This design comes from an exercise in tuning for small area on the open sky130 flow, not from production work. The RTL was checked by simulation tests, not by an equivalence proof against the original design. Power and IR drop assume default switching activity.

==> flow/design.v <==
module FullAdd(input logic a, b, c, output logic s, co);
    assign s = a ^ b ^ c;
    assign co = (a & b) | (a & c) | (b & c);
endmodule
module ALU(input logic [7:0] a, b, output logic [7:0] sum);   
    logic [6:0] c;
    assign sum[0] = ~(a[0] ^ b[0]);
    assign c[0] = a[0] | b[0];
    for (genvar i = 1; i < 7; i++) begin : stage
        FullAdd fa(a[i], b[i], c[i-1], sum[i], c[i]);
    end
    assign sum[7] = a[7] ^ b[7] ^ c[6];
endmodule
module SelPair(input logic d0, s0, d1, s1, output logic y);
    assign y = ~((d0 | s0) & (d1 | s1));
endmodule
module Or8(input logic [7:0] a, output logic y);
    assign y = |a;
endmodule
module Sel16(input logic [15:0] d, input logic [15:0] sn, output logic yn);
    logic [7:0] p;
    for (genvar i = 0; i < 8; i++) begin : pair
        SelPair sp(d[2*i], sn[2*i], d[2*i+1], sn[2*i+1], p[i]);
    end
    Or8 n(p, yn);
endmodule
module Predecode4(input logic [1:0] a, output logic [3:0] y);
    assign y = {a[1] & a[0], a[1] & ~a[0], ~a[1] & a[0], ~a[1] & ~a[0]};
endmodule
module Nand2(input logic a, b, output logic y);
    assign y = ~(a & b);
endmodule
module Decode16(input logic [3:0] a, output logic [15:0] sn);
    logic [3:0] lo, hi;
    Predecode4 pl(a[1:0], lo);
    Predecode4 ph(a[3:2], hi);
    for (genvar w = 0; w < 16; w++) begin : word
        Nand2 n(hi[w / 4], lo[w % 4], sn[w]);
    end
endmodule
module Nor2(input logic a, b, output logic y);
    assign y = ~(a | b);
endmodule
module WriteDecode(
    input logic [3:0] wa,
    input logic weR, weM, clr,
    output logic [15:0] deR, deM);
    logic [3:0] hiN, loRN, loMN;
    always_comb
        for (int i = 0; i < 4; i++) begin
            hiN[i]  = ~clr & (wa[3:2] != i);
            loRN[i] = ~clr & ~(weR & (wa[1:0] == i));
            loMN[i] = ~clr & ~(weM & (wa[1:0] == i));
        end
    for (genvar w = 0; w < 16; w++) begin : word
        Nor2 nr(hiN[w / 4], loRN[w % 4], deR[w]);
        Nor2 nm(hiN[w / 4], loMN[w % 4], deM[w]);
    end
endmodule
module RegisterFile(
    input logic clk,
    input logic [15:0] de,
    input logic [7:0] d,
    output logic [127:0] q);
    logic [7:0] m [15:0];
    always_ff @(posedge clk)
        for (int w = 0; w < 16; w++)
            if (de[w])
                m[w] <= d;
    always_comb
        for (int w = 0; w < 16; w++)
            q[8*w +: 8] = m[w];
endmodule
module ReadPort(input logic [127:0] q, input logic [15:0] sn, output logic [7:0] yn);
    for (genvar b = 0; b < 8; b++) begin : bit_
        logic [15:0] col;
        for (genvar w = 0; w < 16; w++) begin : word
            assign col[w] = q[8*w + b];
        end
        Sel16 sel(col, sn, yn[b]);
    end
endmodule
module Debouncer #(parameter DEBOUNCE_CYCLES = 250)
(input logic clk, input logic rst, input logic button, output logic pulse);
localparam logic [7:0] INV = 8'hAA;
localparam logic [7:0] SEED = 8'b00010001;
logic [7:0] u, t, tn;
logic z7, start, fb;
assign t = u ^ INV;
assign z7 = (t[6:0] == 7'd0);                    
assign start = z7 & ~t[7] & button;              
assign fb = (t[7] ^ t[5] ^ t[4] ^ t[3]) & ~z7;
assign tn = rst ? 8'd0 : {t[6:4], t[3] | start, t[2:0], fb | start};
assign pulse = (t == SEED);
always_ff @(posedge clk)
    u <= tn ^ INV;
endmodule
module SevenSegmentDisplay(
    input logic clk,
    input logic rst,
    input logic [3:0] addr,
    input logic [7:0] dataN,       
    output logic [6:0] seg,
    output logic [3:0] an);
    logic [1:0] digit;
    logic [7:0] pre;
    logic z7;
    assign z7 = (pre[6:0] == 7'd0);
    always_ff @(posedge clk)
        if (rst) begin
            pre <= 8'd0;
            digit <= 2'd0;
        end else begin
            pre <= {pre[6:0], pre[7] ^ pre[5] ^ pre[4] ^ pre[3] ^ z7};
            if (z7 & pre[7])
                digit <= digit + 2'd1;
        end
    logic [3:0] nib;
    always_comb begin
        case (digit)
            2'b00: begin nib = ~dataN[3:0]; an = 4'b1110; end
            2'b01: begin nib = ~dataN[7:4]; an = 4'b1101; end
            2'b10: begin nib = 4'd0;      an = 4'b1011; end
            default: begin nib = addr;    an = 4'b0111; end
        endcase
        if (digit == 2'b10)
            seg = 7'b0111111;
        else
            case (nib)
                4'd0 : seg = 7'b1000000;
                4'd1 : seg = 7'b1111001;
                4'd2 : seg = 7'b0100100;
                4'd3 : seg = 7'b0110000;
                4'd4 : seg = 7'b0011001;
                4'd5 : seg = 7'b0010010;
                4'd6 : seg = 7'b0000010;
                4'd7 : seg = 7'b1111000;
                4'd8 : seg = 7'b0000000;
                4'd9 : seg = 7'b0010000;
                4'd10: seg = 7'b0001000;
                4'd11: seg = 7'b0000011;
                4'd12: seg = 7'b1000110;
                4'd13: seg = 7'b0100001;
                4'd14: seg = 7'b0000110;
                default: seg = 7'b0001110;
            endcase
    end
endmodule
module InstructionMemory(
    input logic [4:0] readAddress,
    input logic fromRom,
    input logic [15:0] swIns,
    output logic [15:0] fetched, readData2);
    function automatic logic [15:0] rom0(input logic [4:0] a);
        case (a)
            5'd0: rom0 = 16'h2000;
            5'd1: rom0 = 16'h2011;
            5'd2: rom0 = 16'h3200;
            5'd3: rom0 = 16'h3300;
            5'd4: rom0 = 16'h3401;
            5'd5: rom0 = 16'ha921;
            5'd6: rom0 = 16'h4330;
            5'd7: rom0 = 16'h4224;
            5'd8: rom0 = 16'ha500;
            5'd9: rom0 = 16'h0033;
            5'd10: rom0 = 16'h0022;
            5'd11: rom0 = 16'h0033;
            5'd12: rom0 = 16'h4501;
            5'd13: rom0 = 16'h4612;
            5'd14: rom0 = 16'h4723;
            5'd15: rom0 = 16'h4834;
            5'd16: rom0 = 16'h4801;
            5'd17: rom0 = 16'h4923;
            5'd18: rom0 = 16'h4a45;
            5'd19: rom0 = 16'h4b67;
            5'd20: rom0 = 16'h4c89;
            5'd21: rom0 = 16'h4dab;
            5'd22: rom0 = 16'ha000;
            5'd23: rom0 = 16'ha000;
            5'd24: rom0 = 16'ha000;
            5'd25: rom0 = 16'ha000;
            5'd26: rom0 = 16'ha68d;
            5'd27: rom0 = 16'ha29b;
            5'd28: rom0 = 16'h6000;
            5'd29: rom0 = 16'h8000;
            5'd30: rom0 = 16'ha000;
            5'd31: rom0 = 16'he000;
        endcase
    endfunction
    function automatic logic [15:0] rom1(input logic [4:0] a);
        case (a)
            5'd0: rom1 = 16'h2011;
            5'd1: rom1 = 16'h3200;
            5'd2: rom1 = 16'h3300;
            5'd3: rom1 = 16'h3401;
            5'd4: rom1 = 16'ha921;
            5'd5: rom1 = 16'h4330;
            5'd6: rom1 = 16'h4224;
            5'd7: rom1 = 16'ha500;
            5'd8: rom1 = 16'h0033;
            5'd9: rom1 = 16'h0022;
            5'd10: rom1 = 16'h0033;
            5'd11: rom1 = 16'h4501;
            5'd12: rom1 = 16'h4612;
            5'd13: rom1 = 16'h4723;
            5'd14: rom1 = 16'h4834;
            5'd15: rom1 = 16'h4801;
            5'd16: rom1 = 16'h4923;
            5'd17: rom1 = 16'h4a45;
            5'd18: rom1 = 16'h4b67;
            5'd19: rom1 = 16'h4c89;
            5'd20: rom1 = 16'h4dab;
            5'd21: rom1 = 16'ha000;
            5'd22: rom1 = 16'ha000;
            5'd23: rom1 = 16'ha000;
            5'd24: rom1 = 16'ha000;
            5'd25: rom1 = 16'ha68d;
            5'd26: rom1 = 16'ha29b;
            5'd27: rom1 = 16'h6000;
            5'd28: rom1 = 16'h8000;
            5'd29: rom1 = 16'ha000;
            5'd30: rom1 = 16'he000;
            5'd31: rom1 = 16'h2000;
        endcase
    endfunction
    assign fetched = fromRom ? rom0(readAddress) : swIns;
    assign readData2 = rom1(readAddress);
endmodule
module TopDesign
    (
    input logic clk,
    input logic rst,
    input logic [15:0] swIns,
    input logic [4:0] debouncer,
    output logic [15:0] insLed,
    output logic [6:0] seg,
    output logic dp,
    output logic [3:0] an
    );
    logic up, centre, left, right, down;
    Debouncer upButton    (clk, rst, debouncer[1], up);
    Debouncer centerButton(clk, rst, debouncer[0], centre);
    Debouncer rightButton (clk, rst, debouncer[3], right);
    Debouncer leftButton  (clk, rst, debouncer[2], left);
    Debouncer downButton  (clk, rst, debouncer[4], down);
    logic [4:0] pc;
    logic [3:0] memoryAddress;
    logic [15:0] ir;        
    logic irValid;          
    logic [2:0] op;
    logic clr, run, isStore, isLoad, isAdd, isBranch, stop;
    assign op = ir[15:13];
    assign clr = rst | up;
    assign run = irValid;
    assign isStore  = run & (op == 3'b000);
    assign isLoad   = run & (op == 3'b001);
    assign isAdd    = run & (op == 3'b010);
    assign isBranch = run & (op == 3'b101);
    assign stop     = run & (op == 3'b111);
    logic [7:0] regAN, regBN, memPN, memDN, regA, regB, memP, memD;
    assign regA = ~regAN;
    assign regB = ~regBN;
    assign memP = ~memPN;
    assign memD = ~memDN;
    logic [3:0] wAddr;
    logic [7:0] sum, sumN;
    ALU alu(regAN, regBN, sumN);
    assign sum = ~sumN;
    logic [7:0] wData;
    assign wAddr = (ir[12] | op[1]) ? ir[11:8] : ir[7:4];
    always_comb
        if (op[1])
            wData = sum;
        else if (ir[12])
            wData = ir[7:0];
        else if (op[0])
            wData = memP;
        else
            wData = regA;
    logic [127:0] regQ, memQ;
    logic [15:0] selA, selB, selD;
    logic [15:0] deR, deM;
    logic [7:0] dIn;
    assign dIn = wData & {8{~clr}};
    WriteDecode writeDecode(wAddr, isLoad | isAdd, isStore, clr, deR, deM);
    RegisterFile registerFile(clk, deR, dIn, regQ);
    RegisterFile memory(clk, deM, dIn, memQ);
    Decode16 decodeA(ir[3:0], selA);
    Decode16 decodeB(ir[7:4], selB);
    Decode16 decodeD(memoryAddress, selD);
    ReadPort readA(regQ, selA, regAN);
    ReadPort readB(regQ, selB, regBN);
    ReadPort readP(memQ, selA, memPN);
    ReadPort readD(memQ, selD, memDN);
    logic load;
    logic [4:0] pcNext;
    logic [15:0] romWord;
    assign load = (down | centre) & ~left & ~right;
    always_comb
        for (int i = 0; i < 5; i++)
            pcNext[i] = pc[i] ^ (&(pc | ~(5'h1f >> (5 - i))));
    logic [3:0] addrStep, flip;
    assign flip = memoryAddress ^ {4{left}};
    always_comb
        for (int i = 0; i < 4; i++)
            addrStep[i] = memoryAddress[i] ^ (&(flip | ~(4'hf >> (4 - i))));
    InstructionMemory instructions(pc, down, swIns, romWord, insLed);
    always_ff @(posedge clk) begin
        if (rst) begin
            pc <= 5'd0;
            memoryAddress <= 4'd0;
            irValid <= 1'b0;
        end else if (up) begin
            pc <= 5'd0;
        end else if (!stop) begin
            irValid <= load;
            if (left || right)
                memoryAddress <= addrStep;
            else if (down)
                pc <= pcNext;
            else if (!centre && isBranch && (regA[0] == regB[0]))
                pc <= ir[12:8];
        end
        if (!clr && !stop && load)
            ir <= romWord;
    end
    SevenSegmentDisplay display(clk, rst, memoryAddress, memDN, seg, an);
    assign dp = 1'b1;
endmodule
==> flow/flow/run.sh <==
#!/bin/bash
# Layout flow: the standard flow (standard.sh) with these changes.
#  Synthesis: ORFS's synth.tcl with two edits, made here with sed:
#   - Yosys's extract_fa (half/full adder extraction) only runs on the
#     FullAdd module, so the rest of the logic is left to ABC;
#   - ABC uses flow/abc_area.script (area-oriented mapping) instead of
#     ORFS's speed script.
#   Everything else (synth_recipe.tcl's -nofsm -noshare, flatten and renames,
#   the register mapping) is unchanged, so the registers are the standard
#   synthesis's.
#  Placement: port buffers use the smallest buffer cell, buf_1.
#  CTS: clkbuf_4 clock buffers, leaf clusters of up to 10 sinks within
#   35 um, no dummy loads.
set -euo pipefail
W=$PWD
sed -e 's|^  extract_fa {\*}\[dont_use_extract_fa_args\]$|  extract_fa {*}[dont_use_extract_fa_args] FullAdd|' \
    -e 's|^  log_cmd abc {\*}\$abc_args$|  lset abc_args 1 '"$W"'/flow/abc_area.script\n  log_cmd abc {*}$abc_args|' \
    "$FLOW_HOME/scripts/synth.tcl" > own_synth.tcl
grep -q 'extract_fa {\*}\[dont_use_extract_fa_args\] FullAdd' own_synth.tcl
grep -q 'flow/abc_area.script' own_synth.tcl
sed -e "s|^source \$::env(SCRIPTS_DIR)/synth.tcl$|source $W/own_synth.tcl|" synth_recipe.tcl > own_synth_recipe.tcl
grep -q own_synth.tcl own_synth_recipe.tcl
sed -e "s|SYNTH_SCRIPT=[^ ]*|SYNTH_SCRIPT=$W/own_synth_recipe.tcl|" standard.sh > own_standard.sh
grep -q own_synth_recipe.tcl own_standard.sh
bash own_standard.sh \
  "BUFFER_PORTS_ARGS=-buffer_cell sky130_fd_sc_hd__buf_1" \
  "CTS_ARGS=-sink_clustering_enable -repair_clock_nets -dont_use_dummy_load -sink_clustering_size 10 -sink_clustering_max_diameter 50 -buf_list sky130_fd_sc_hd__clkbuf_4" \
  finish > standard.log 2>&1
==> flow/flow/abc_area.script <==
&get -n
&st
&dch
&nf -R 1000
&st
&syn2
&dch
&nf -R 1000
&put
topo
stime -c
dnsize -c
==> flow/standard.sh <==
#!/bin/bash
# synth_recipe.tcl (not shown) runs the flow's synth.tcl, then flattens the netlist and writes it again
# the make line also repeats each setting of config.mk as NAME=value (left out here)
make -C /OpenROAD-flow-scripts/flow DESIGN_CONFIG=/design/flow/config.mk WORK_HOME=/design/flow/orfs CLKGATE_MAP_FILE= SYNTH_SCRIPT=/design/flow/synth_recipe.tcl "${@:-finish}"
==> flow/config.mk <==
export PLATFORM = sky130hd
export DESIGN_NAME = TopDesign
export DESIGN_NICKNAME = TopDesign
export VERILOG_FILES = /design/flow/design.v
export SDC_FILE = /design/flow/constraint.sdc
export NUM_CORES = 4
export LEC_CHECK = 0
export CAP_MARGIN = 20
export CORE_MARGIN = 2
export CORE_UTILIZATION = 65
export SLEW_MARGIN = 20
export SYNTH_HIERARCHICAL = 1
==> flow/constraint.sdc <==
create_clock -name core_clock -period 10.0 [get_ports {clk}]
set_input_delay 2.0000 -clock core_clock [delete_from_list [all_inputs] [get_ports {clk}]]
set_output_delay 2.0000 -clock core_clock [all_outputs]
set_load 0.01 [all_outputs]
==> results.toml, run 1 <==
[status]
outcome = "no timing/DRC/antenna violations"

[floorplanning]
core_um2 = 21800
die-area_um2 = 23500
die_w_um = 153
row_count = 54
die_h_um = 153
io_pins = 51
initial_core_util = 0.663

[worst_setup_path]
r2r-end = "registerFile.m[8][7]"
cp.depth = 17
startpoint_type = "flop"
r2r_setup_slack_ps = 3750
cp-end-kind = "flop"
arrival_ps = 6540
crit_top_cell = "fa_1"
crit_chain = "and2_0 > nand2_1 > o22ai_1 > nor4_1 > nand2_1 > or2_0 > fa_1 > fa_1 > fa_1 > fa_1 > fa_1 > fa_1 > xnor2_1 > xnor2_1 > a21oi_1 > o21ai_0 > a21oi_4"
path_max_fanout = 32
slowest_stage = "a21oi_4"
endpoint = "registerFile.m[8][7]"
worstReg2RegStart = "ir[2]"
cp_num_buf_inv = 0
max_stage_delay_ps = 620
cp-startpoint = "ir[2]"
reg2regPathDepth = 17
cp_top_family = "adder cells"
worstPathRequired_ps = 10290
crit_type = "reg -> reg"

[synth]
yosys_warnings = 13
synth_area_leaders = "edfxtp_1 56%, o22ai_1 11%, dfxtp_1 8.3%"
synth_enable_flop_cells = 272
ys_types = 50
syn_inst = 1214
synthArstFlopShare = 0
syn_area_um2 = 14500
ys_ff_latch = 332
syn_nets = 1243
synth_area_leader_cell = "edfxtp_1"
avgSynthCellArea_um2 = 11.9
ys.flop_type = "edfxtp_1"
ys_top_cells_by_count = "272 x edfxtp_1, 264 x o22ai_1, 130 x nand2_1, 98 x nor2_1, 65 x nor4_1"
seq_area_frac_synth = 0.647
synth_top_area_frac = 0.564
synth_most_common_cell = "edfxtp_1"

[timing]
tightest_slew_ps = 1080
tns_ps = 0
hold_viol = 0
setup_violations = 0
fin_crit_ps = 6250
min_period_over_period = 0.625
slew_violations = 0
relSlewSlack = 0.274
final.setup_skew_ps = 105
rsz0062_at_grt = "no"
fmax_mhz = 160

[clocking]
htree_levels = 2
cts_sinks = 332
cts_tree = "built"
worstSkewPairLatency_ps = 690
ctsLongestPathBuffers = 3
post_cts_resized = 0
cts_made_buffers = 40
cts-root-buf = "clkbuf_4"
cts_hold_buf = 0
cts_setup_buffers = 0
clk_pin_slew_ps = 110

[drt]
via_count = 11964
wl_met2_mm = 20.3
final_antenna_net_count = 0
vias_per_cell = 7.51
highest_layer = "met4"
dr.pass1.iters = 8
m1WireLength_mm = 15.4
avgRoutedWirePerCell_um = 27.2
met3WireLength_mm = 5.27
drt_wl_total_mm = 43.4
drt_iter0_drc = 1983
route.detailed.drc = 0

[worst_hold_path]
hp-class = "reg -> reg"
hp-start = "centerButton.u[2]"

[global_route]
grt_remaining_overflow = 0
grt.total_usage = 0.361
grt_pass1_vias = 11368
grt_pass1_wl_mm = 64.6
grt_max_degree = 57
antenna_found_initial = 2

[layout]
design_area_um2 = 15400
drive_gt1_frac = 0.0473
instances_no_fill = 1593
area_growth_pct = 6.54
final_util = 0.707
nets = 1342

[place]
dpl.hpwl_mm = 30.3
dp.cells = 1551
port_buffers = 49
placed_area_um2 = 15100
gp_congestion = 1.04

[flow_run]
cap_viol_max_count = 0

[power]
power.leakage_nw = 5.08
power_mw = 2.67
peakVddDrop_mv = 0.148
p_per_area_nw_per_um2 = 173
worst min path at each step:
stage,endpoint,slack [ps],cells past startpoint
floorplan,centerButton.u[7],370,1
global placement,leftButton.u[3],370,1
detailed placement,centerButton.u[3],380,1
CTS,centerButton.u[3],310,1
global route,centerButton.u[3],330,1
finish,centerButton.u[3],310,1
cell type report:
| cell class | instances | area [µm²] |
|---|---|---|
| inverter | 12 | 45.0 |
| antenna | 2 | 5.00 |
| tap | 280 | 350 |
| sequential | 332 | 9370 |
| multi-input combinational | 868 | 5090 |
| clock buffer | 40 | 300 |
| timing repair buffer | 59 | 260 |
| fill | 1561 | 6400 |
report_power, final:
group	switching, mW	total (mW)	leakage, nW	internal [mW]
registers	0.0901	1.75	3.13	1.66
clock network	0.398	0.583	0.184	0.185
logic	0.236	0.339	1.77	0.102
total	0.724	2.67	5.08	1.94
Yosys stat by module, one instance, submodules excluded, excerpt:
module / times used / flip-flops and latches
SelPair: 256 / 0
Nor2: 32 / 0
WriteDecode: 1 / 0
Predecode4: 6 / 0
SevenSegmentDisplay: 1 / 10
RegisterFile: 2 / 128
InstructionMemory: 1 / 0
ALU: 1 / 0
FullAdd: 6 / 0
kinds of logic (layout without fill, tap and decap cells):
logic type	Yosys count	in the layout	share of synthesized area
buffers and inverters	14	111	0.00415
AO/OA/AOI/OAI	403	403	0.172
adder cells (fa/ha/maj)	6	6	0.00830
AND/OR/NAND/NOR	415	415	0.140
multiplexers	13	13	0.0100
XOR/XNOR	30	30	0.0182
flip-flops	332	332	0.647
other	1	3	0.000259
sequential cells by signal, summed over array words and instances (netlist names), 4 cells and up:
signal and flops:
leftButton.u 8, display.pre 8, pc 5, centerButton.u 8
ir 16, memory.m 128, upButton.u 8, rightButton.u 8
downButton.u 8, registerFile.m 128, memoryAddress 4
per-stage QoR:
| stage | setup WS, ps | hold WS, ps |
|---|---|---|
| 2_1_floorplan | 4250 | 370 |
| 3_3_place_gp | 3870 | 374 |
| 3_5_place_dp | 3630 | 382 |
| 4_1_cts | 3510 | 312 |
| 5_1_grt | 3350 | 329 |
| 6_report | 3750 | 315 |
metal layers:
layer,vias up,global-route usage
li1,5108,-
met1,5602,0.478
met2,1033,0.582
met3,221,0.0751
met4,0,0.164
met5,-,0
placed cells by master (no fill, tap or decap), drive strengths merged, types with 7 or more instances in the layout:
cell type / count
edfxtp: 272
o22ai: 264
nand2: 130
nor2: 98
nor4: 65
a21oi: 61
dfxtp: 60
buf: 58
clkbuf: 41
o21ai: 29
nand2b: 27
nor2b: 26
xnor2: 17
nand3: 17
xor2: 13
mux2: 12
clkinv: 12
and4: 11
a31oi: 11
and2: 9
nor3: 9
nand4: 7
==> inputs of run 2 (changes only) <==
--- a/flow/flow/run.sh
+++ b/flow/flow/run.sh
@@ -24,5 +24,5 @@
 grep -q own_synth_recipe.tcl own_standard.sh
 bash own_standard.sh \
   "BUFFER_PORTS_ARGS=-buffer_cell sky130_fd_sc_hd__buf_1" \
-  "CTS_ARGS=-sink_clustering_enable -repair_clock_nets -dont_use_dummy_load -sink_clustering_size 10 -sink_clustering_max_diameter 50 -buf_list sky130_fd_sc_hd__clkbuf_4" \
+  "CTS_ARGS=-sink_clustering_enable -repair_clock_nets -dont_use_dummy_load -sink_clustering_size 10 -sink_clustering_max_diameter 70 -buf_list sky130_fd_sc_hd__clkbuf_4" \
   finish > standard.log 2>&1
==> results.toml, run 2 <==
[worst_setup_path]
startpoint_type = "flop"
crit_top_cell = "fa_1"
crit_type = "reg -> reg"
crit_chain = "and2_0 > nand2_1 > o22ai_1 > nor4_1 > nand2_1 > or2_0 > fa_1 > fa_1 > fa_1 > fa_1 > fa_1 > fa_1 > xnor2_1 > xnor2_1 > a21oi_1 > o21ai_0 > a21oi_4"
worstPathRequired_ps = 10330
path_max_fanout = 32
slowest_stage = "a21oi_4"
arrival_ps = 6540
max_stage_delay_ps = 600
cp-end-kind = "flop"

[layout]
final_util = 0.706
drive_gt1_frac = 0.0466
instances_no_fill = 1591
reg_top3 = "memory.m x128, registerFile.m x128, ir x16"
layout_commonest_cell = "edfxtp_1"
layout_common_cells = "272 x edfxtp_1, 264 x o22ai_1, 130 x nand2_1"
area_growth_pct = 6.48
nets = 1341

[place]
gp_congestion = 1.04
port_buffers = 49
dp.cells = 1551
dpl.hpwl_mm = 30.3

[clocking]
ctsLongestPathBuffers = 3
htree_levels = 2
cts_hold_buf = 0
cts-root-buf = "clkbuf_4"
cts_sinks = 332
cts_tree = "built"
cts_setup_buffers = 0
post_cts_resized = 0
clk_pin_slew_ps = 100
worstSkewPairLatency_ps = 690
cts_made_buffers = 39

[power]
p_per_area_nw_per_um2 = 173
power.leakage_nw = 5.08
peakVddDrop_mv = 0.150
power_mw = 2.66

[synth]
avgSynthCellArea_um2 = 11.9
synthArstFlopShare = 0
synth_top_area_frac = 0.564
syn_inst = 1214
ys.flop_type = "edfxtp_1"
yosys_warnings = 13
synth_area_leaders = "edfxtp_1 56%, o22ai_1 11%, dfxtp_1 8.3%"
synth_most_common_cell = "edfxtp_1"
synth_enable_flop_cells = 272
syn_area_um2 = 14500
seq_area_frac_synth = 0.647
syn_nets = 1243
ys_ff_latch = 332
ys_top_cells_by_count = "272 x edfxtp_1, 264 x o22ai_1, 130 x nand2_1, 98 x nor2_1, 65 x nor4_1"
ys_types = 50
synth_area_leader_cell = "edfxtp_1"

[timing]
fmax_mhz = 161
tns_ps = 0
final.setup_skew_ps = 60.4
relSlewSlack = 0.289
hold_viol = 0
setup_violations = 0
min_period_over_period = 0.621
slew_violations = 0
tightest_slew_ps = 1070
fin_crit_ps = 6210
rsz0062_at_grt = "no"

[global_route]
grt_remaining_overflow = 0
grt_max_degree = 57
grt_pass1_vias = 11355
grt_pass1_wl_mm = 64.6
grt.total_usage = 0.362
antenna_found_initial = 2

[flow_run]
cap_viol_max_count = 0

[floorplanning]
die_h_um = 153
die-area_um2 = 23500
row_count = 54
core_um2 = 21800
initial_core_util = 0.663
die_w_um = 153
io_pins = 51

[drt]
route.detailed.drc = 0
avgRoutedWirePerCell_um = 27.2
drt_wl_total_mm = 43.3
via_count = 11912
vias_per_cell = 7.49
final_antenna_net_count = 0
dr.pass1.iters = 7
drt_iter0_drc = 2016

[status]
outcome = "no timing/DRC/antenna violations"

[worst_hold_path]
hp-class = "reg -> reg"
[run 2: critical path: cells and delay by family (launching register included)]
family / cells / cell delay [ps]
simple gates: 5 / 1620
compound gates: 4 / 1090
flops: 1 / 480
fa+ha+maj: 6 / 2380
xor+xnor: 2 / 280
[run 2: kinds of logic after synthesis]
group	share of synthesized area
adder cells (fa/ha/maj)	0.00830
buffers and inverters	0.00415
XOR/XNOR	0.0182
other	0.000259
AND/OR/NAND/NOR	0.140
flip-flops	0.647
AO/OA/AOI/OAI	0.172
multiplexers	0.0100
[run 2: per-module statistics from Yosys (local to each module, per instance), a selection]
module | area (µm²) | times used | flops+latches | cells inside
Or8 | 16.3 | 32 | 0 | 3
Nor2 | 3.75 | 32 | 0 | 1
RegisterFile | 3840 | 2 | 128 | 128
SelPair | 6.26 | 256 | 0 | 1
Nand2 | 3.75 | 48 | 0 | 1
FullAdd | 20.0 | 6 | 0 | 1
Predecode4 | 22.5 | 6 | 0 | 4
TopDesign | 1290 | 1 | 26 | 125
WriteDecode | 83.8 | 1 | 0 | 17
[run 2: power breakdown]
part           total (mW)  internal [mW]  switching (mW)
clock               0.578          0.180           0.398
combinational       0.338          0.102           0.235
sequential           1.75           1.66          0.0901
total                2.66           1.94           0.723
[run 2: stage by stage]
step,instance area (µm²),setup slack [ps],hold WS (ps)
global route,15400,3440,338
finish,15400,3790,343
CTS,15400,3570,340
floorplan,14500,4250,370
detailed placement,15100,3630,382
global placement,15100,3870,374
[run 2: metal layers]
layer,up-vias,wire (µm),GRT usage
met4,0,2360,0.164
li1,5110,-,-
met2,1006,20200,0.585
met1,5589,15500,0.480
met5,-,0,0
met3,207,5140,0.0706
[run 2: cell type report]
cell class / instances / area, µm²
sequential: 332 / 9370
fill: 1549 / 6410
multi-input combinational: 868 / 5090
tap: 280 / 350
clock buffer: 39 / 293
timing repair buffer: 59 / 260
inverter: 12 / 45.0
antenna: 1 / 2.50
[run 2: path summary, 6_finish.rpt]
path	endpoint	start	slack (ps)	cells past startpoint
max	registerFile.m[1][7]	ir[3]	3790	17
max reg2reg	registerFile.m[1][7]	ir[3]	3790	17
min	leftButton.u[2]	leftButton.u[1]	340	1
min reg2reg	leftButton.u[2]	leftButton.u[1]	340	1
==> inputs of run 3 (changes only) <==
--- a/flow/flow/run.sh
+++ b/flow/flow/run.sh
@@ -24,5 +24,5 @@
 grep -q own_synth_recipe.tcl own_standard.sh
 bash own_standard.sh \
   "BUFFER_PORTS_ARGS=-buffer_cell sky130_fd_sc_hd__buf_1" \
-  "CTS_ARGS=-sink_clustering_enable -repair_clock_nets -dont_use_dummy_load -sink_clustering_size 10 -sink_clustering_max_diameter 70 -buf_list sky130_fd_sc_hd__clkbuf_4" \
+  "CTS_ARGS=-sink_clustering_enable -repair_clock_nets -dont_use_dummy_load -sink_clustering_size 9 -sink_clustering_max_diameter 100 -buf_list sky130_fd_sc_hd__clkbuf_4" \
   finish > standard.log 2>&1
==> results.toml, run 3 <==
[timing]
setup_violations = 0
fin_crit_ps = 6200
final.setup_skew_ps = 66.2
tns_ps = 0
relSlewSlack = 0.267
hold_viol = 0
min_period_over_period = 0.620
tightest_slew_ps = 1100
fmax_mhz = 161
whs_ps = 344
slew_violations = 0
rsz0062_at_grt = "no"

[synth]
seq_area_frac_synth = 0.647
synth_enable_flop_cells = 272
ys_ff_latch = 332
syn_nets = 1243
synth_top_area_frac = 0.564
ys_top_cells_by_count = "272 x edfxtp_1, 264 x o22ai_1, 130 x nand2_1, 98 x nor2_1, 65 x nor4_1"
synthArstFlopShare = 0
syn_area_um2 = 14500
syn_inst = 1214
synth_most_common_cell = "edfxtp_1"
avgSynthCellArea_um2 = 11.9
yosys_warnings = 13
ys_types = 50
ys.flop_type = "edfxtp_1"
synth_area_leader_cell = "edfxtp_1"
synth_area_leaders = "edfxtp_1 56%, o22ai_1 11%, dfxtp_1 8.3%"

[drt]
drt_wl_total_mm = 43.3
drt_iter0_drc = 2083
route.detailed.drc = 0
avgRoutedWirePerCell_um = 27.2
vias_per_cell = 7.52
final_antenna_net_count = 0
dr.pass1.iters = 9
via_count = 11989

[layout]
final_util = 0.707
n_fill_cell = 1543
drive_gt1_frac = 0.0487
layout_common_cells = "272 x edfxtp_1, 264 x o22ai_1, 130 x nand2_1"
layout_commonest_cell = "edfxtp_1"
nets = 1344
instances_no_fill = 1594
reg_top3 = "memory.m x128, registerFile.m x128, ir x16"
area_growth_pct = 6.63

[clocking]
post_cts_resized = 0
cts_made_buffers = 42
cts_sinks = 332
worstSkewPairLatency_ps = 660
ctsLongestPathBuffers = 3
clk_pin_slew_ps = 90
htree_levels = 2
cts_setup_buffers = 0
cts-root-buf = "clkbuf_4"
cts_tree = "built"
cts_hold_buf = 0

[flow_run]
cap_viol_max_count = 0

[floorplanning]
core_um2 = 21800
die_h_um = 153
row_count = 54
die_w_um = 153
die-area_um2 = 23500
io_pins = 51
initial_core_util = 0.663

[global_route]
top_usage_layer = "met2"
gr-usage-met2 = 0.585
grt.total_usage = 0.362
antenna_found_initial = 2
grt_remaining_overflow = 0
grt_pass1_vias = 11380
grt_max_degree = 57
met3_usage = 0.0785
grt_pass1_wl_mm = 64.7
gr-usage-met1 = 0.479

[worst_setup_path]
max_stage_delay_ps = 610
r2r_setup_slack_ps = 3800
worstPathRequired_ps = 10300
cp-end-kind = "flop"
crit_top_cell = "fa_1"
cp_num_buf_inv = 0
cp_top_family = "adder cells"
slowest_stage = "a21oi_4"
r2r-end = "registerFile.m[1][7]"
arrival_ps = 6510
reg2regPathDepth = 17
crit_type = "reg -> reg"
worstReg2RegStart = "ir[2]"
startpoint_type = "flop"
crit_chain = "and2_0 > nand2_1 > o22ai_1 > nor4_1 > nand2_1 > or2_0 > fa_1 > fa_1 > fa_1 > fa_1 > fa_1 > fa_1 > xnor2_1 > xnor2_1 > a21oi_1 > o21ai_0 > a21oi_4"
path_max_fanout = 32

[worst_hold_path]
hp-start = "centerButton.u[2]"
hp-class = "reg -> reg"
hold_depth = 1
hold_end = "centerButton.u[3]"

[power]
power_mw = 2.68
power.leakage_nw = 5.09
peakVddDrop_mv = 0.166
p_per_area_nw_per_um2 = 174

[place]
dpl.hpwl_mm = 30.3
port_buffers = 49
dp.cells = 1551
gp_congestion = 1.04

[status]
outcome = "no timing/DRC/antenna violations"
[run 3: changes by cell type in the layout (fill, tap and decap cells not counted), sizes merged]
cell    previous run  this run
clkbuf            40        43
[run 3: per-layer routing]
metal | vias up | part of all wire
li1 | 5118 | -
met1 | 5617 | 0.36
met2 | 1040 | 0.46
met3 | 214 | 0.12
met4 | 0 | 0.055
met5 | - | 0
[run 3: area by class of cell]
class                           instances  area (µm²)  share of cell area
Antenna cell                            1        2.50            0.000162
Clock buffer                           42         315              0.0204
Inverter                               12        45.0             0.00292
Multi-Input combinational cell        868        5090               0.330
Sequential cell                       332        9370               0.607
Tap cell                              280         350              0.0227
Timing Repair Buffer                   59         260              0.0169
[run 3: worst max path at each step]
| stage | to | cells after the start | from |
|---|---|---|---|
| 2_1_floorplan | memory.m[0][7] | 17 | ir[2] |
| 3_3_place_gp | memory.m[8][7] | 17 | ir[2] |
| 3_5_place_dp | registerFile.m[2][7] | 17 | ir[2] |
| 4_1_cts | registerFile.m[10][7] | 17 | ir[2] |
| 5_1_grt | registerFile.m[1][7] | 17 | ir[0] |
| 6_report | registerFile.m[1][7] | 17 | ir[2] |
[run 3: modules after synthesis, one instance, submodules excluded, excerpt]
module | cell area, µm² | flops+latches | times used | cells
InstructionMemory | 788 | 0 | 1 | 144
WriteDecode | 83.8 | 0 | 1 | 17
Nor2 | 3.75 | 0 | 32 | 1
Nand2 | 3.75 | 0 | 48 | 1
FullAdd | 20.0 | 0 | 6 | 1
Or8 | 16.3 | 0 | 32 | 3
SelPair | 6.26 | 0 | 256 | 1
ALU | 31.3 | 0 | 1 | 5
SevenSegmentDisplay | 574 | 10 | 1 | 75
Debouncer | 268 | 8 | 5 | 26
Predecode4 | 22.5 | 0 | 6 | 4
RegisterFile | 3840 | 128 | 2 | 128
TopDesign | 1290 | 26 | 1 | 125
[run 3: cell families after synthesis]
logic type	count (synthesis)	share of synthesized area
adders and majority gates	6	0.00830
muxes	13	0.0100
buffers and inverters	14	0.00415
other	1	0.000259
and+or+nand+nor	415	0.140
DFF	332	0.647
AOI/OAI and AO/OA	403	0.172
xor gates and xnor gates	30	0.0182
[run 3: per-stage QoR]
step	area (µm²)	setup WS, ps
2_1_floorplan	14500	4250
3_3_place_gp	15100	3870
3_5_place_dp	15100	3630
4_1_cts	15400	3560
5_1_grt	15400	3390
6_report	15400	3800
[run 3: report_power, final]
part           switching, mW  leakage [nW]  internal, mW  total (mW)
registers             0.0899          3.13          1.66        1.75
logic                  0.235          1.77         0.102       0.337
clock network          0.401         0.193         0.194       0.595
total                  0.726          5.09          1.95        2.68
==> inputs of run 4 (changes only) <==
--- a/flow/flow/run.sh
+++ b/flow/flow/run.sh
@@ -24,5 +24,5 @@
 grep -q own_synth_recipe.tcl own_standard.sh
 bash own_standard.sh \
   "BUFFER_PORTS_ARGS=-buffer_cell sky130_fd_sc_hd__buf_1" \
-  "CTS_ARGS=-sink_clustering_enable -repair_clock_nets -dont_use_dummy_load -sink_clustering_size 9 -sink_clustering_max_diameter 100 -buf_list sky130_fd_sc_hd__clkbuf_4" \
+  "CTS_ARGS=-sink_clustering_enable -repair_clock_nets -sink_clustering_size 10 -sink_clustering_max_diameter 35 -buf_list sky130_fd_sc_hd__clkbuf_4 -dont_use_dummy_load" \
   finish > standard.log 2>&1
==> results.toml, run 4 <==
[floorplanning]
die_h_um = 153
core_um2 = 21800
row_count = 54
die-area_um2 = 23500
initial_core_util = 0.663
io_pins = 51
die_w_um = 153

[synth]
synth_area_leader_cell = "edfxtp_1"
syn_nets = 1243
syn_inst = 1214
ys_ff_latch = 332
synth_enable_flop_cells = 272
ys.flop_type = "edfxtp_1"
synth_top_area_frac = 0.564
synth_most_common_cell = "edfxtp_1"
yosys_warnings = 13
avgSynthCellArea_um2 = 11.9
seq_area_frac_synth = 0.647
synthArstFlopShare = 0
ys_types = 50
synth_area_leaders = "edfxtp_1 56%, o22ai_1 11%, dfxtp_1 8.3%"
ys_top_cells_by_count = "272 x edfxtp_1, 264 x o22ai_1, 130 x nand2_1, 98 x nor2_1, 65 x nor4_1"
syn_area_um2 = 14500

[worst_hold_path]
hp-class = "reg -> reg"
hold_depth = 1
hold_end = "centerButton.u[3]"
hp-start = "centerButton.u[2]"

[timing]
fmax_mhz = 159
tns_ps = 0
relSlewSlack = 0.293
min_period_over_period = 0.629
final.setup_skew_ps = 134
slew_violations = 0
fin_crit_ps = 6290
tightest_slew_ps = 1060
setup_violations = 0
hold_viol = 0
rsz0062_at_grt = "no"

[drt]
dr.pass1.iters = 6
final_antenna_net_count = 0
vias_per_cell = 7.46
avgRoutedWirePerCell_um = 27.0
via_count = 11908
route.detailed.drc = 0
drt_iter0_drc = 2095
drt_wl_total_mm = 43.1

[clocking]
worstSkewPairLatency_ps = 700
cts_sinks = 332
cts_setup_buffers = 0
ctsLongestPathBuffers = 3
cts_made_buffers = 45
cts_hold_buf = 0
htree_levels = 2
cts-root-buf = "clkbuf_4"
post_cts_resized = 0
cts_tree = "built"
clk_pin_slew_ps = 100

[layout]
area_growth_pct = 6.79
final_util = 0.708
layout_common_cells = "272 x edfxtp_1, 264 x o22ai_1, 130 x nand2_1"
reg_top3 = "memory.m x128, registerFile.m x128, ir x16"
drive_gt1_frac = 0.0509
layout_commonest_cell = "edfxtp_1"
nets = 1347

[worst_setup_path]
r2r_setup_slack_ps = 3710
crit_type = "reg -> reg"
max_stage_delay_ps = 620
path_max_fanout = 32
startpoint_type = "flop"
worstReg2RegStart = "ir[2]"
reg2regPathDepth = 17
worstPathRequired_ps = 10310
crit_top_cell = "fa_1"
r2r-end = "registerFile.m[11][7]"
cp-end-kind = "flop"
crit_chain = "and2_0 > nand2_1 > o22ai_1 > nor4_1 > nand2_1 > or2_0 > fa_1 > fa_1 > fa_1 > fa_1 > fa_1 > fa_1 > xnor2_1 > xnor2_1 > a21oi_1 > o21ai_0 > a21oi_4"
slowest_stage = "a21oi_4"
arrival_ps = 6590

[global_route]
grt_pass1_wl_mm = 64.4
grt_pass1_vias = 11378
grt_max_degree = 57
grt.total_usage = 0.360
antenna_found_initial = 2
grt_remaining_overflow = 0

[flow_run]
cap_viol_max_count = 0

[place]
port_buffers = 49
gp_congestion = 1.04
dpl.hpwl_mm = 30.3

[power]
power_mw = 2.69
peakVddDrop_mv = 0.186
p_per_area_nw_per_um2 = 174
power.leakage_nw = 5.10

[status]
outcome = "no timing/DRC/antenna violations"
==> run 4: cell counts after synthesis <==
No cell type changed its count.
==> run 4: metrics by stage <==
stage / setup WS [ps] / instances / hold slack (ps) / cell area (µm²)
after floorplan: 4250 / 1214 / 370 / 14500
after global placement: 3870 / 1551 / 374 / 15100
after detailed placement: 3630 / 1551 / 382 / 15100
after CTS: 3540 / 1596 / 336 / 15400
after global routing: 3400 / 1597 / 352 / 15500
final: 3710 / 1597 / 325 / 15500
==> run 4: per-module statistics from Yosys, one instance, submodules excluded, excerpt <==
module               cells inside  cell area, µm²  flip-flops and latches  copies in the design
InstructionMemory             144             788                       0                     1
Nor2                            1            3.75                       0                    32
Predecode4                      4            22.5                       0                     6
SelPair                         1            6.26                       0                   256
ALU                             5            31.3                       0                     1
SevenSegmentDisplay            75             574                      10                     1
Or8                             3            16.3                       0                    32
Debouncer                      26             268                       8                     5
==> run 4: area by class of cell <==
cell class	instances	area (µm²)
diodes	1	2.50
clock buffers	45	338
fillers	1544	6370
inverters	12	45.0
multi-input cells	868	5090
flip-flops and latches	332	9370
well taps	280	350
repair buffers	59	260
==> run 4: worst max-delay path: cells and delay by family, from the launching register on <==
family | cells | cell delay, ps
compound gates | 4 | 1100
xor+xnor | 2 | 280
fa+ha+maj | 6 | 2380
flops | 1 | 460
simple gates | 5 | 1650
==> run 4: cells by family after synthesis <==
logic type / after synthesis / synth area share
muxes: 13 / 0.0100
adders and majority gates: 6 / 0.00830
other: 1 / 0.000259
AOI/OAI and AO/OA: 403 / 0.172
DFF: 332 / 0.647
and+or+nand+nor: 415 / 0.140
xor gates and xnor gates: 30 / 0.0182
buffers and inverters: 14 / 0.00415
==> run 4: report_power, final <==
group / switching (mW) / internal (mW)
sequential: 0.0897 / 1.66
clock: 0.400 / 0.207
combinational: 0.235 / 0.102
==> run 4: worst max path at each step <==
stage / from / endpoint / slack [ps] / cells past startpoint
final: ir[2] / registerFile.m[11][7] / 3710 / 17
after global routing: ir[2] / registerFile.m[0][7] / 3400 / 17
after CTS: ir[2] / registerFile.m[11][7] / 3540 / 17
after detailed placement: ir[2] / registerFile.m[2][7] / 3630 / 17
after global placement: ir[2] / memory.m[8][7] / 3870 / 17
after floorplan: ir[2] / memory.m[0][7] / 4250 / 17
==> run 4: routing by layer <==
layer	wire (µm)	share of wire	global-route usage
met1	15600	0.36	0.479
met2	20100	0.47	0.585
met3	5040	0.12	0.0720
met4	2330	0.054	0.157
met5	0	0	0
==> inputs of run 5 (changes only) <==
--- a/flow/design.v
+++ b/flow/design.v
@@ -102,28 +102,29 @@
     input logic [7:0] dataN,       
     output logic [6:0] seg,
     output logic [3:0] an);
-    logic [1:0] digit;
+    logic [9:0] count;
     logic [7:0] pre;
     logic z7;
     assign z7 = (pre[6:0] == 7'd0);
     always_ff @(posedge clk)
         if (rst) begin
             pre <= 8'd0;
-            digit <= 2'd0;
+            count[9:8] <= 2'd0;
         end else begin
             pre <= {pre[6:0], pre[7] ^ pre[5] ^ pre[4] ^ pre[3] ^ z7};
             if (z7 & pre[7])
-                digit <= digit + 2'd1;
+                count[9:8] <= count[9:8] + 2'd1;
         end
+    assign count[7:0] = pre;
     logic [3:0] nib;
     always_comb begin
-        case (digit)
+        case (count[9:8])
             2'b00: begin nib = ~dataN[3:0]; an = 4'b1110; end
             2'b01: begin nib = ~dataN[7:4]; an = 4'b1101; end
             2'b10: begin nib = 4'd0;      an = 4'b1011; end
             default: begin nib = addr;    an = 4'b0111; end
         endcase
-        if (digit == 2'b10)
+        if (count[9:8] == 2'b10)
             seg = 7'b0111111;
         else
             case (nib)
==> results.toml, run 5 <==
[status]
outcome = "no timing/DRC/antenna violations"

[synth]
syn_area_um2 = 14500
synth_most_common_cell = "edfxtp_1"
synth_enable_flop_cells = 272
syn_nets = 1243
avgSynthCellArea_um2 = 11.9
ys.flop_type = "edfxtp_1"
seq_area_frac_synth = 0.647
synthMuxAreaShare = 0.0100
synth_xor_area_frac = 0.0182
synth_top_family_by_area = "compound AO/OA/AOI/OAI gates"
synth-compound-area-share = 0.172
synthAdderAreaFrac = 0.00830
yosys.area_share.simple = 0.140
ys_types = 50
ys_top_cells_by_count = "272 x edfxtp_1, 264 x o22ai_1, 130 x nand2_1, 98 x nor2_1, 65 x nor4_1"
synth_area_leaders = "edfxtp_1 56%, o22ai_1 11%, dfxtp_1 8.3%"
ys_ff_latch = 332
syn_inst = 1214
synthArstFlopShare = 0
yosys_warnings = 14
synth_area_leader_cell = "edfxtp_1"
synth_top_area_frac = 0.564

[worst_setup_path]
arrival_ps = 6580
r2r_setup_slack_ps = 3720
reg2regPathDepth = 17
path_max_fanout = 32
crit_type = "reg -> reg"
r2r-end = "registerFile.m[11][7]"
worstReg2RegStart = "ir[2]"
startpoint_type = "flop"
worstPathRequired_ps = 10300
cp-end-kind = "flop"

[floorplanning]
die-area_um2 = 23500
row_count = 54
die_h_um = 153
die_w_um = 153
core_um2 = 21800
initial_core_util = 0.663
io_pins = 51

[place]
port_buffers = 49
dpl.hpwl_mm = 30.3
gp_congestion = 1.04
dp.cells = 1551
place_ws_ps = 3630

[layout]
nets = 1347
reg_top3 = "memory.m x128, registerFile.m x128, ir x16"
n_fill_cell = 1544
layout_commonest_cell = "edfxtp_1"
drive_gt1_frac = 0.0509
instances_no_fill = 1597
layout_common_cells = "272 x edfxtp_1, 264 x o22ai_1, 130 x nand2_1"
area_growth_pct = 6.79

[clocking]
post_cts_resized = 0
ctsLongestPathBuffers = 3
cts_tree = "built"
cts_made_buffers = 45
clk_pin_slew_ps = 110
cts_sinks = 332
cts_hold_buf = 0
cts_setup_buffers = 0
worstSkewPairLatency_ps = 700
htree_levels = 2
cts-root-buf = "clkbuf_4"

[drt]
final_antenna_net_count = 0
drt_wl_total_mm = 43.1
via_count = 11874
avgRoutedWirePerCell_um = 27.0
vias_per_cell = 7.44
drt_iter0_drc = 1999
dr.pass1.iters = 8
route.detailed.drc = 0

[worst_hold_path]
hp-start = "centerButton.u[2]"
hold_depth = 1
hold_end = "centerButton.u[3]"
hp-class = "reg -> reg"

[timing]
relSlewSlack = 0.296
tns_ps = 0
fin_crit_ps = 6280
final.setup_skew_ps = 129
tightest_slew_ps = 1050
hold_viol = 0
fmax_mhz = 159
setup_violations = 0
rsz0062_at_grt = "no"
fin_ws_ps = 3720
slew_violations = 0
min_period_over_period = 0.628

[flow_run]
cap_viol_max_count = 0

[global_route]
grt_max_degree = 57
grt_remaining_overflow = 0
grt_pass1_vias = 11378
grt_pass1_wl_mm = 64.4
grt.total_usage = 0.360
antenna_found_initial = 2

[power]
peakVddDrop_mv = 0.185
p_per_area_nw_per_um2 = 174
power.leakage_nw = 5.10
## run 5: power by group
part	leakage [nW]	internal (mW)	switching [mW]
logic	1.77	0.102	0.235
registers	3.13	1.66	0.0900
clock network	0.207	0.207	0.397
total	5.10	1.97	0.722
## run 5: layout make-up
class / instances / area [µm²] / area share
flip-flops and latches: 332 / 9370 / 0.606
well taps: 280 / 350 / 0.0227
clock buffers: 45 / 338 / 0.0219
inverters: 12 / 45.0 / 0.00291
diodes: 1 / 2.50 / 0.000162
multi-input cells: 868 / 5090 / 0.329
repair buffers: 59 / 260 / 0.0168
## run 5: cells by family (layout without fill, tap and decap cells)
kind of cell	count (synthesis)	count (layout)
and+or+nand+nor	415	415
other	1	2
xor gates and xnor gates	30	30
DFF	332	332
buffers and inverters	14	116
adders and majority gates	6	6
muxes	13	13
AOI/OAI and AO/OA	403	403
## run 5: per-layer routing
metal  vias to the layer above  track usage  wire [µm]
met2                       988        0.585      20000
met3                       222       0.0720       5070
met4                         0        0.157       2420
met1                      5542        0.479      15500
met5                         -            0          0
li1                       5122            -          -
## run 5: worst max path at each step
stage	start	end	cells past startpoint
final	ir[2]	registerFile.m[11][7]	17
after global routing	ir[2]	registerFile.m[0][7]	17
after CTS	ir[2]	registerFile.m[11][7]	17
after detailed placement	ir[2]	registerFile.m[2][7]	17
after global placement	ir[2]	memory.m[8][7]	17
after floorplan	ir[2]	memory.m[0][7]	17
## run 5: stage by stage
stage / cell area [µm²] / utilization / power, mW / hold slack [ps]
6_report: 15500 / 0.708 / 2.69 / 319
5_1_grt: 15500 / 0.708 / 2.78 / 352
4_1_cts: 15400 / 0.707 / 2.68 / 336
3_5_place_dp: 15100 / 0.692 / 2.10 / 382
3_3_place_gp: 15100 / 0.692 / 2.09 / 374
2_1_floorplan: 14500 / - / 1.94 / 370
## run 5: critical path: stages (launching register included)
cell and delay, ps:
edfxtp_1 460, and2_0 240, nand2_1 550, o22ai_1 190, nor4_1 400, nand2_1 190
or2_0 280, fa_1 400, fa_1 400, fa_1 390, fa_1 390, fa_1 400
fa_1 390, xnor2_1 150, xnor2_1 130, a21oi_1 140, o21ai_0 150, a21oi_4 620
## run 5: Yosys stat by module (local to each module, per instance), a selection
module | copies in the design | flops+latches | cell area, µm² | cells inside
InstructionMemory | 1 | 0 | 788 | 144
SevenSegmentDisplay | 1 | 10 | 574 | 75
Nor2 | 32 | 0 | 3.75 | 1
TopDesign | 1 | 26 | 1290 | 125
RegisterFile | 2 | 128 | 3840 | 128
Debouncer | 5 | 8 | 268 | 26
==> inputs of run 6 (changes only) <==
==> flow/flow/abc_area.script (replaced) <==
&get -n
&st
&dch
&nf -R 1000
&st
&syn2
&dch
&nf -R 1000
&put
mfs3 -ae
topo
stime -c
dnsize -c
==> results.toml, run 6 <==
[drt]
wl_met2_mm = 19.5
final_antenna_net_count = 0
vias_per_cell = 7.35
avgRoutedWirePerCell_um = 26.5
met3WireLength_mm = 5.11
highest_layer = "met4"
drt_iter0_drc = 1825
m1WireLength_mm = 15.7
drt_wl_total_mm = 42.5
dr.pass1.iters = 7
via_count = 11746
route.detailed.drc = 0

[power]
power.leakage_nw = 5.16
peakVddDrop_mv = 0.141
p_per_area_nw_per_um2 = 175

[layout]
area_growth_pct = 7.11
layout_common_cells = "272 x edfxtp_1, 263 x o22ai_1, 128 x nand2_1"
nets = 1349
reg_top3 = "memory.m x128, registerFile.m x128, ir x16"
final_util = 0.709
layout_commonest_cell = "edfxtp_1"
drive_gt1_frac = 0.0539
n_fill_cell = 1593

[timing]
fin_crit_ps = 6270
rsz0062_at_grt = "no"
relSlewSlack = 0.280
fmax_mhz = 160
tightest_slew_ps = 1080
hold_viol = 0
slew_violations = 0
min_period_over_period = 0.627
tns_ps = 0
setup_violations = 0
final.setup_skew_ps = 112

[worst_setup_path]
slowest_stage = "a21oi_4"
cp-startpoint = "ir[0]"
crit_chain = "and2_0 > nand2_1 > o22ai_1 > nor4_1 > nand2_1 > or2_0 > fa_1 > fa_1 > fa_1 > fa_1 > fa_1 > fa_1 > xnor2_1 > xnor2_1 > a21oi_1 > o21ai_0 > a21oi_4"
crit_top_cell = "fa_1"
path_max_fanout = 32
worstReg2RegStart = "ir[0]"
worstPathRequired_ps = 10280
max_stage_delay_ps = 610
startpoint_type = "flop"
crit_type = "reg -> reg"
cp-end-kind = "flop"
arrival_ps = 6550

[global_route]
grt_max_degree = 57
grt.total_usage = 0.354
antenna_found_initial = 1
grt_remaining_overflow = 0
grt_pass1_wl_mm = 63.4
grt_pass1_vias = 11048

[floorplanning]
row_count = 54
core_um2 = 21800
die_w_um = 153
initial_core_util = 0.662
die_h_um = 153
die-area_um2 = 23400
io_pins = 51

[synth]
ys.flop_type = "edfxtp_1"
ys_types = 50
synth_top_area_frac = 0.566
seq_area_frac_synth = 0.649
ys_ff_latch = 332
synth_most_common_cell = "edfxtp_1"
syn_inst = 1211
synthArstFlopShare = 0
yosys_warnings = 14
syn_area_um2 = 14400
synth_area_leader_cell = "edfxtp_1"
ys_top_cells_by_count = "272 x edfxtp_1, 263 x o22ai_1, 128 x nand2_1, 92 x nor2_1, 65 x nor4_1"
synth_enable_flop_cells = 272
syn_nets = 1240
synth_area_leaders = "edfxtp_1 57%, o22ai_1 11%, dfxtp_1 8.3%"
avgSynthCellArea_um2 = 11.9

[clocking]
post_cts_resized = 0
htree_levels = 2
ctsLongestPathBuffers = 3
cts_sinks = 332
cts_made_buffers = 49
worstSkewPairLatency_ps = 690
clk_pin_slew_ps = 80
cts_setup_buffers = 0
cts_tree = "built"
cts-root-buf = "clkbuf_4"
cts_hold_buf = 0

[status]
outcome = "no timing/DRC/antenna violations"

[place]
dpl.hpwl_mm = 29.0
gp_congestion = 1.03
port_buffers = 49

[worst_hold_path]
hp-start = "centerButton.u[1]"
hp-class = "reg -> reg"

[flow_run]
cap_viol_max_count = 0
[run 6: changes by cell type after synthesis, sizes merged, moves of 2 or more]
cell    before  now
nor3         9   13
xnor2       17   14
and4        11    6
nand3       17   21
clkinv      12   14
nand2      130  128
nor2        98   92
[run 6: worst max-delay path, delay by kind of cell (launching register included)]
family / cells / cell delay, ps
XOR/XNOR: 2 / 290
flip-flops: 1 / 440
AND/OR/NAND/NOR: 5 / 1660
AO/OA/AOI/OAI: 4 / 1100
adder cells (fa/ha/maj): 6 / 2380
[run 6: worst paths after layout]
path                          end  slack, ps  cells past startpoint
min reg2reg     centerButton.u[2]        370                      1
min             centerButton.u[2]        370                      1
max          registerFile.m[4][7]       3730                     17
max reg2reg  registerFile.m[4][7]       3730                     17
[run 6: kinds of logic after synthesis]
family | share of synthesized area
XOR/XNOR | 0.0164
other | 0.000260
buffers and inverters | 0.00468
adder cells (fa/ha/maj) | 0.00832
multiplexers | 0.0101
AND/OR/NAND/NOR | 0.139
AO/OA/AOI/OAI | 0.173
flip-flops | 0.649
[run 6: cell type report]
type	count	area (µm²)	share of cell area
sequential	332	9370	0.606
multi-input combinational	863	5060	0.327
clock buffer	49	368	0.0238
tap	280	350	0.0227
timing repair buffer	60	268	0.0173
inverter	14	52.6	0.00340
antenna	1	2.50	0.000162
[run 6: metal layers]
layer | GRT usage | vias up
li1 | - | 5115
met1 | 0.483 | 5515
met2 | 0.564 | 918
met3 | 0.0768 | 198
met4 | 0.142 | 0
met5 | 0 | -
[run 6: power breakdown]
group,switching (mW),internal (mW)
Combinational,0.238,0.101
Sequential,0.0866,1.66
Clock,0.406,0.224
[run 6: stage by stage]
step / std cells / setup WS (ps) / area, µm² / power (mW) / hold WS (ps)
2_1_floorplan: 1211 / 4250 / 14400 / 1.94 / 369
3_3_place_gp: 1549 / 3900 / 15100 / 2.09 / 374
3_5_place_dp: 1549 / 3710 / 15100 / 2.10 / 384
4_1_cts: 1598 / 3580 / 15500 / 2.70 / 372
5_1_grt: 1599 / 3500 / 15500 / 2.81 / 390
6_report: 1599 / 3730 / 15500 / 2.71 / 370
[run 6: Yosys stat by module (local to each module, per instance), a selection]
module	area, µm²	copies in the design	cells inside	flops+latches
TopDesign	1290	1	124	26
Debouncer	265	5	26	8
WriteDecode	83.8	1	17	0
FullAdd	20.0	6	1	0
Or8	16.3	32	3	0
Nand2	3.75	48	1	0
Nor2	3.75	32	1	0
==> inputs of run 7 (changes only) <==
==> flow/flow/abc_area.script (replaced) <==
&get -n
&st
&dch
&nf -R 1000
&st
&syn2
&dch
&nf -R 1000
&put
topo
stime -c
dnsize -c
--- a/flow/config.mk
+++ b/flow/config.mk
@@ -8,5 +8,7 @@
 export CAP_MARGIN = 20
 export CORE_MARGIN = 2
 export CORE_UTILIZATION = 65
+export GPL_ROUTABILITY_DRIVEN = 0
+export GPL_TIMING_DRIVEN = 0
 export SLEW_MARGIN = 20
 export SYNTH_HIERARCHICAL = 1
==> results.toml, run 7 <==
[global_route]
grt.total_usage = 0.336
grt_pass1_wl_mm = 60.6
antenna_found_initial = 1
grt_remaining_overflow = 0
grt_pass1_vias = 11033
grt_max_degree = 52

[synth]
synth_enable_flop_cells = 272
synth_area_leaders = "edfxtp_1 56%, o22ai_1 11%, dfxtp_1 8.3%"
avgSynthCellArea_um2 = 11.9
ys_types = 50
ys_top_cells_by_count = "272 x edfxtp_1, 264 x o22ai_1, 130 x nand2_1, 98 x nor2_1, 65 x nor4_1"
synth_top_area_frac = 0.564
syn_inst = 1214
synth_area_leader_cell = "edfxtp_1"
yosys_warnings = 14
syn_nets = 1243
synthArstFlopShare = 0
ys.flop_type = "edfxtp_1"
synth_most_common_cell = "edfxtp_1"
syn_area_um2 = 14500
seq_area_frac_synth = 0.647
ys_ff_latch = 332

[timing]
slew_violations = 0
tightest_slew_ps = 1050
fin_crit_ps = 6480
min_period_over_period = 0.648
whs_ps = 396
hold_viol = 0
final.setup_skew_ps = 66.7
tns_ps = 0
setup_violations = 0
rsz0062_at_grt = "no"
relSlewSlack = 0.300
fin_ws_ps = 3520
fmax_mhz = 154

[clocking]
cts-root-buf = "clkbuf_4"
cts_tree = "built"
cts_hold_buf = 0
worstSkewPairLatency_ps = 670
clk_pin_slew_ps = 90
cts_setup_buffers = 0
cts_made_buffers = 45
htree_levels = 2
cts_sinks = 332
post_cts_resized = 0
ctsLongestPathBuffers = 3

[layout]
reg_top3 = "memory.m x128, registerFile.m x128, ir x16"
layout_commonest_cell = "edfxtp_1"
instances_no_fill = 1600
n_fill_cell = 1547
layout_common_cells = "272 x edfxtp_1, 264 x o22ai_1, 130 x nand2_1"
area_growth_pct = 8.09
nets = 1350
drive_gt1_frac = 0.0531

[worst_setup_path]
cp_num_buf_inv = 1
startpoint_type = "flop"
cp-end-kind = "flop"
cp-startpoint = "ir[2]"
crit_type = "reg -> reg"
crit_top_cell = "fa_1"
worstPathRequired_ps = 10470
max_stage_delay_ps = 630
arrival_ps = 6950
slowest_stage = "nand2_1"
path_max_fanout = 22
worstReg2RegStart = "ir[2]"
crit_chain = "and2_0 > nand2_1 > o22ai_1 > nor4_1 > nand2_1 > or2_0 > fa_1 > fa_1 > fa_1 > fa_1 > fa_1 > fa_1 > xnor2_1 > xnor2_1 > a21oi_1 > o21ai_0 > a21oi_4 > buf_16"
cp_top_family = "adder cells"
r2r_setup_slack_ps = 3520

[floorplanning]
initial_core_util = 0.663
die_w_um = 153
die_h_um = 153
die-area_um2 = 23500
core_um2 = 21800
io_pins = 51
row_count = 54

[place]
dpl.hpwl_mm = 27.5
port_buffers = 49
place_ws_ps = 3740
dp.cells = 1553

[drt]
route.detailed.drc = 0
via_count = 11573
vias_per_cell = 7.23
dr.pass1.iters = 9
final_antenna_net_count = 0
avgRoutedWirePerCell_um = 25.0
drt_iter0_drc = 1659
drt_wl_total_mm = 39.9

[power]
power.leakage_nw = 5.17
p_per_area_nw_per_um2 = 172
peakVddDrop_mv = 0.128

[worst_hold_path]
hp-start = "downButton.u[1]"
hp-class = "reg -> reg"

[flow_run]
cap_viol_max_count = 0

[status]
outcome = "no timing/DRC/antenna violations"
-- run 7: Yosys stat by module (local to each module, per instance), a selection --
module               cells  flip-flops and latches  area, µm²  copies in the design
RegisterFile           128                     128       3840                     2
TopDesign              125                      26       1290                     1
InstructionMemory      144                       0        788                     1
SevenSegmentDisplay     75                      10        574                     1
Debouncer               26                       8        268                     5
WriteDecode             17                       0       83.8                     1
ALU                      5                       0       31.3                     1
Predecode4               4                       0       22.5                     6
FullAdd                  1                       0       20.0                     6
Or8                      3                       0       16.3                    32
SelPair                  1                       0       6.26                   256
Nand2                    1                       0       3.75                    48
Nor2                     1                       0       3.75                    32
-- run 7: power breakdown --
group | internal, mW | switching [mW] | total, mW
sequential | 1.65 | 0.0755 | 1.73
clock | 0.207 | 0.404 | 0.611
combinational | 0.116 | 0.233 | 0.349
total | 1.98 | 0.712 | 2.69
-- run 7: worst paths after layout --
kind | end | depth (start not counted)
max | registerFile.m[15][7] | 18
min | downButton.u[2] | 1
max reg2reg | registerFile.m[15][7] | 18
min reg2reg | downButton.u[2] | 1
-- run 7: stage by stage --
stage               cell area, µm²  power (mW)  utilization
floorplan                    14500        1.94            -
global placement             15000        2.06        0.688
detailed placement           15300        2.10        0.701
CTS                          15600        2.68        0.716
global route                 15600        2.78        0.717
finish                       15600        2.69        0.717
-- run 7: layout make-up --
type / count / area (µm²) / share of cell area
buffer: 2 / 15.0 / 0.000960
sequential: 332 / 9370 / 0.599
tap: 280 / 350 / 0.0224
multi-input combinational: 868 / 5140 / 0.329
antenna: 1 / 2.50 / 0.000160
clock buffer: 45 / 338 / 0.0216
timing repair buffer: 60 / 382 / 0.0244
inverter: 12 / 45.0 / 0.00288
-- run 7: cells by family after synthesis --
group,count (synthesis),synth area share
and+or+nand+nor,415,0.140
DFF,332,0.647
AOI/OAI and AO/OA,403,0.172
buffers and inverters,14,0.00415
adders and majority gates,6,0.00830
muxes,13,0.0100
other,1,0.000259
xor gates and xnor gates,30,0.0182
-- run 7: worst reg2reg max path, stage by stage, from the launching register on --
cell      delay, ps
edfxtp_1        520
and2_0          270
nand2_1         630
o22ai_1         220
nor4_1          460
nand2_1         230
or2_0           300
fa_1            410
fa_1            390
fa_1            420
fa_1            400
fa_1            430
fa_1            400
xnor2_1         150
xnor2_1         140
a21oi_1         160
o21ai_0         170
a21oi_4         410
buf_16          220
-- run 7: layer usage --
metal,track usage,part of all wire,routed length [µm]
met1,0.451,0.36,14500
met2,0.534,0.47,18700
met3,0.0757,0.13,5070
met4,0.145,0.043,1730
met5,0,0,0
==> inputs of run 8 (changes only) <==
==> flow/config.mk (replaced) <==
export PLATFORM = sky130hd
export DESIGN_NAME = TopDesign
export DESIGN_NICKNAME = TopDesign
export VERILOG_FILES = /design/flow/design.v
export SDC_FILE = /design/flow/constraint.sdc
export NUM_CORES = 4
export LEC_CHECK = 0
export CAP_MARGIN = 0
export CORE_MARGIN = 2
export CORE_UTILIZATION = 65
export SLEW_MARGIN = 0
export SYNTH_HIERARCHICAL = 1
==> results.toml, run 8 <==
[status]
outcome = "no timing/DRC/antenna violations"

[power]
intPower_mw = 1.97
peakVddDrop_mv = 0.186
power_frac_comb = 0.125
power.leakage_nw = 5.10
netSwitchingFraction = 0.269
switching_power_mw = 0.724
p_per_area_nw_per_um2 = 174

[synth]
avgSynthCellArea_um2 = 11.9
ys.flop_type = "edfxtp_1"
synth_enable_flop_cells = 272
ys_types = 50
synth_top_area_frac = 0.564
synth_area_leaders = "edfxtp_1 56%, o22ai_1 11%, dfxtp_1 8.3%"
syn_inst = 1214
seq_area_frac_synth = 0.647
ys_ff_latch = 332
synth_area_leader_cell = "edfxtp_1"
yosys_warnings = 14
ys_top_cells_by_count = "272 x edfxtp_1, 264 x o22ai_1, 130 x nand2_1, 98 x nor2_1, 65 x nor4_1"
syn_nets = 1243

[floorplanning]
core_um2 = 21800
die-area_um2 = 23500
die_w_um = 153
initial_core_util = 0.663

[timing]
fin_crit_ps = 6610
min_period_over_period = 0.661
fmax_mhz = 151
hold_viol = 0
relSlewSlack = 0.132
rsz0062_at_grt = "no"

[clocking]
cts_made_buffers = 45
cts_sinks = 332
ctsLongestPathBuffers = 3
cts_setup_buffers = 0
clk_pin_slew_ps = 110
cts_tree = "built"
htree_levels = 2
worstSkewPairLatency_ps = 690

[worst_setup_path]
cp-end-kind = "flop"
crit_top_cell = "fa_1"
max_stage_delay_ps = 930
startpoint_type = "flop"
slowest_stage = "a21oi_2"
crit_chain = "and2_0 > nand2_1 > o22ai_1 > nor4_1 > nand2_1 > or2_0 > fa_1 > fa_1 > fa_1 > fa_1 > fa_1 > fa_1 > xnor2_1 > xnor2_1 > a21oi_1 > o21ai_0 > a21oi_2"
worstPathRequired_ps = 10230
r2r_setup_slack_ps = 3390
arrival_ps = 6830
r2r-end = "registerFile.m[11][7]"

[layout]
design_area_um2 = 15400
n_fill_cell = 1544
layout_common_cells = "272 x edfxtp_1, 264 x o22ai_1, 130 x nand2_1"
nets = 1347
multiInputGateArea_um2 = 5080
layout_commonest_cell = "edfxtp_1"
drive_gt1_frac = 0.0494
area_growth_pct = 6.71

[drt]
final_antenna_net_count = 0
route.detailed.drc = 0
dr.pass1.iters = 14
drt_iter0_drc = 2098
vias_per_cell = 7.42

[global_route]
grt_max_degree = 57
grt_pass1_wl_mm = 64.4
grt_pass1_vias = 11378
grt_remaining_overflow = 0
antenna_found_initial = 2

[place]
port_buffers = 49
placed_area_um2 = 15100
dp.cells = 1551

[worst_hold_path]
hp-class = "reg -> reg"
## run 8: cell counts after synthesis
No cell type changed its count.
## run 8: logic make-up (layout without fill, tap and decap cells)
| family | after synthesis | count (layout) | share of synthesized area |
|---|---|---|---|
| and+or+nand+nor | 415 | 415 | 0.140 |
| adders and majority gates | 6 | 6 | 0.00830 |
| xor gates and xnor gates | 30 | 30 | 0.0182 |
| muxes | 13 | 13 | 0.0100 |
| buffers and inverters | 14 | 116 | 0.00415 |
| AOI/OAI and AO/OA | 403 | 403 | 0.172 |
| DFF | 332 | 332 | 0.647 |
| other | 1 | 2 | 0.000259 |
## run 8: power groups by stage
stage                     Combinational (mW)  Clock [mW]  Sequential [mW]
final                                  0.337       0.607             1.75
after CTS                              0.328       0.614             1.74
after detailed placement               0.327           0             1.77
after global placement                 0.318           0             1.77
after floorplan                        0.209           0             1.73
after global routing                   0.363       0.664             1.75
## run 8: critical path, delay by kind of cell (launching register included)
kind	cells	cell delay [ps]
adders and majority gates	6	2380
xor gates and xnor gates	2	280
AOI/OAI and AO/OA	4	1370
DFF	1	470
and+or+nand+nor	5	1620
## run 8: cell type report
class / count / share of cell area
tap: 280 / 0.0227
antenna: 1 / 0.000162
multi-input combinational: 868 / 0.329
inverter: 12 / 0.00292
timing repair buffer: 59 / 0.0169
clock buffer: 45 / 0.0219
sequential: 332 / 0.607
## run 8: metrics by stage
step	total power [mW]	hold slack [ps]	utilization	setup WS, ps
global route	2.78	352	0.708	3000
finish	2.69	326	0.708	3390
global placement	2.09	374	0.692	3870
CTS	2.68	336	0.707	3540
detailed placement	2.10	382	0.692	3630
floorplan	1.94	370	-	4250
## run 8: worst min path at each step
stage	start	end	slack, ps	depth (start not counted)
3_5_place_dp	centerButton.u[2]	centerButton.u[3]	380	1
5_1_grt	centerButton.u[2]	centerButton.u[3]	350	1
3_3_place_gp	leftButton.u[2]	leftButton.u[3]	370	1
2_1_floorplan	centerButton.u[6]	centerButton.u[7]	370	1
6_report	centerButton.u[2]	centerButton.u[3]	330	1
4_1_cts	centerButton.u[2]	centerButton.u[3]	340	1
## run 8: per-module statistics from Yosys, one instance, submodules excluded, excerpt
| module | cells inside | copies in the design | flops+latches | cell area [µm²] |
|---|---|---|---|---|
| FullAdd | 1 | 6 | 0 | 20.0 |
| Nand2 | 1 | 48 | 0 | 3.75 |
| TopDesign | 125 | 1 | 26 | 1290 |
| WriteDecode | 17 | 1 | 0 | 83.8 |
| Predecode4 | 4 | 6 | 0 | 22.5 |
| InstructionMemory | 144 | 1 | 0 | 788 |
| Nor2 | 1 | 32 | 0 | 3.75 |
| SevenSegmentDisplay | 75 | 1 | 10 | 574 |
| Debouncer | 26 | 5 | 8 | 268 |
| Or8 | 3 | 32 | 0 | 16.3 |
| SelPair | 1 | 256 | 0 | 6.26 |
| RegisterFile | 128 | 2 | 128 | 3840 |
| ALU | 5 | 1 | 0 | 31.3 |
## run 8: layer usage
metal	vias up	share of wire	global-route usage
li1	5124	-	-
met1	5531	0.36	0.479
met2	998	0.47	0.585
met3	198	0.12	0.0720
met4	0	0.050	0.157
met5	-	0	0
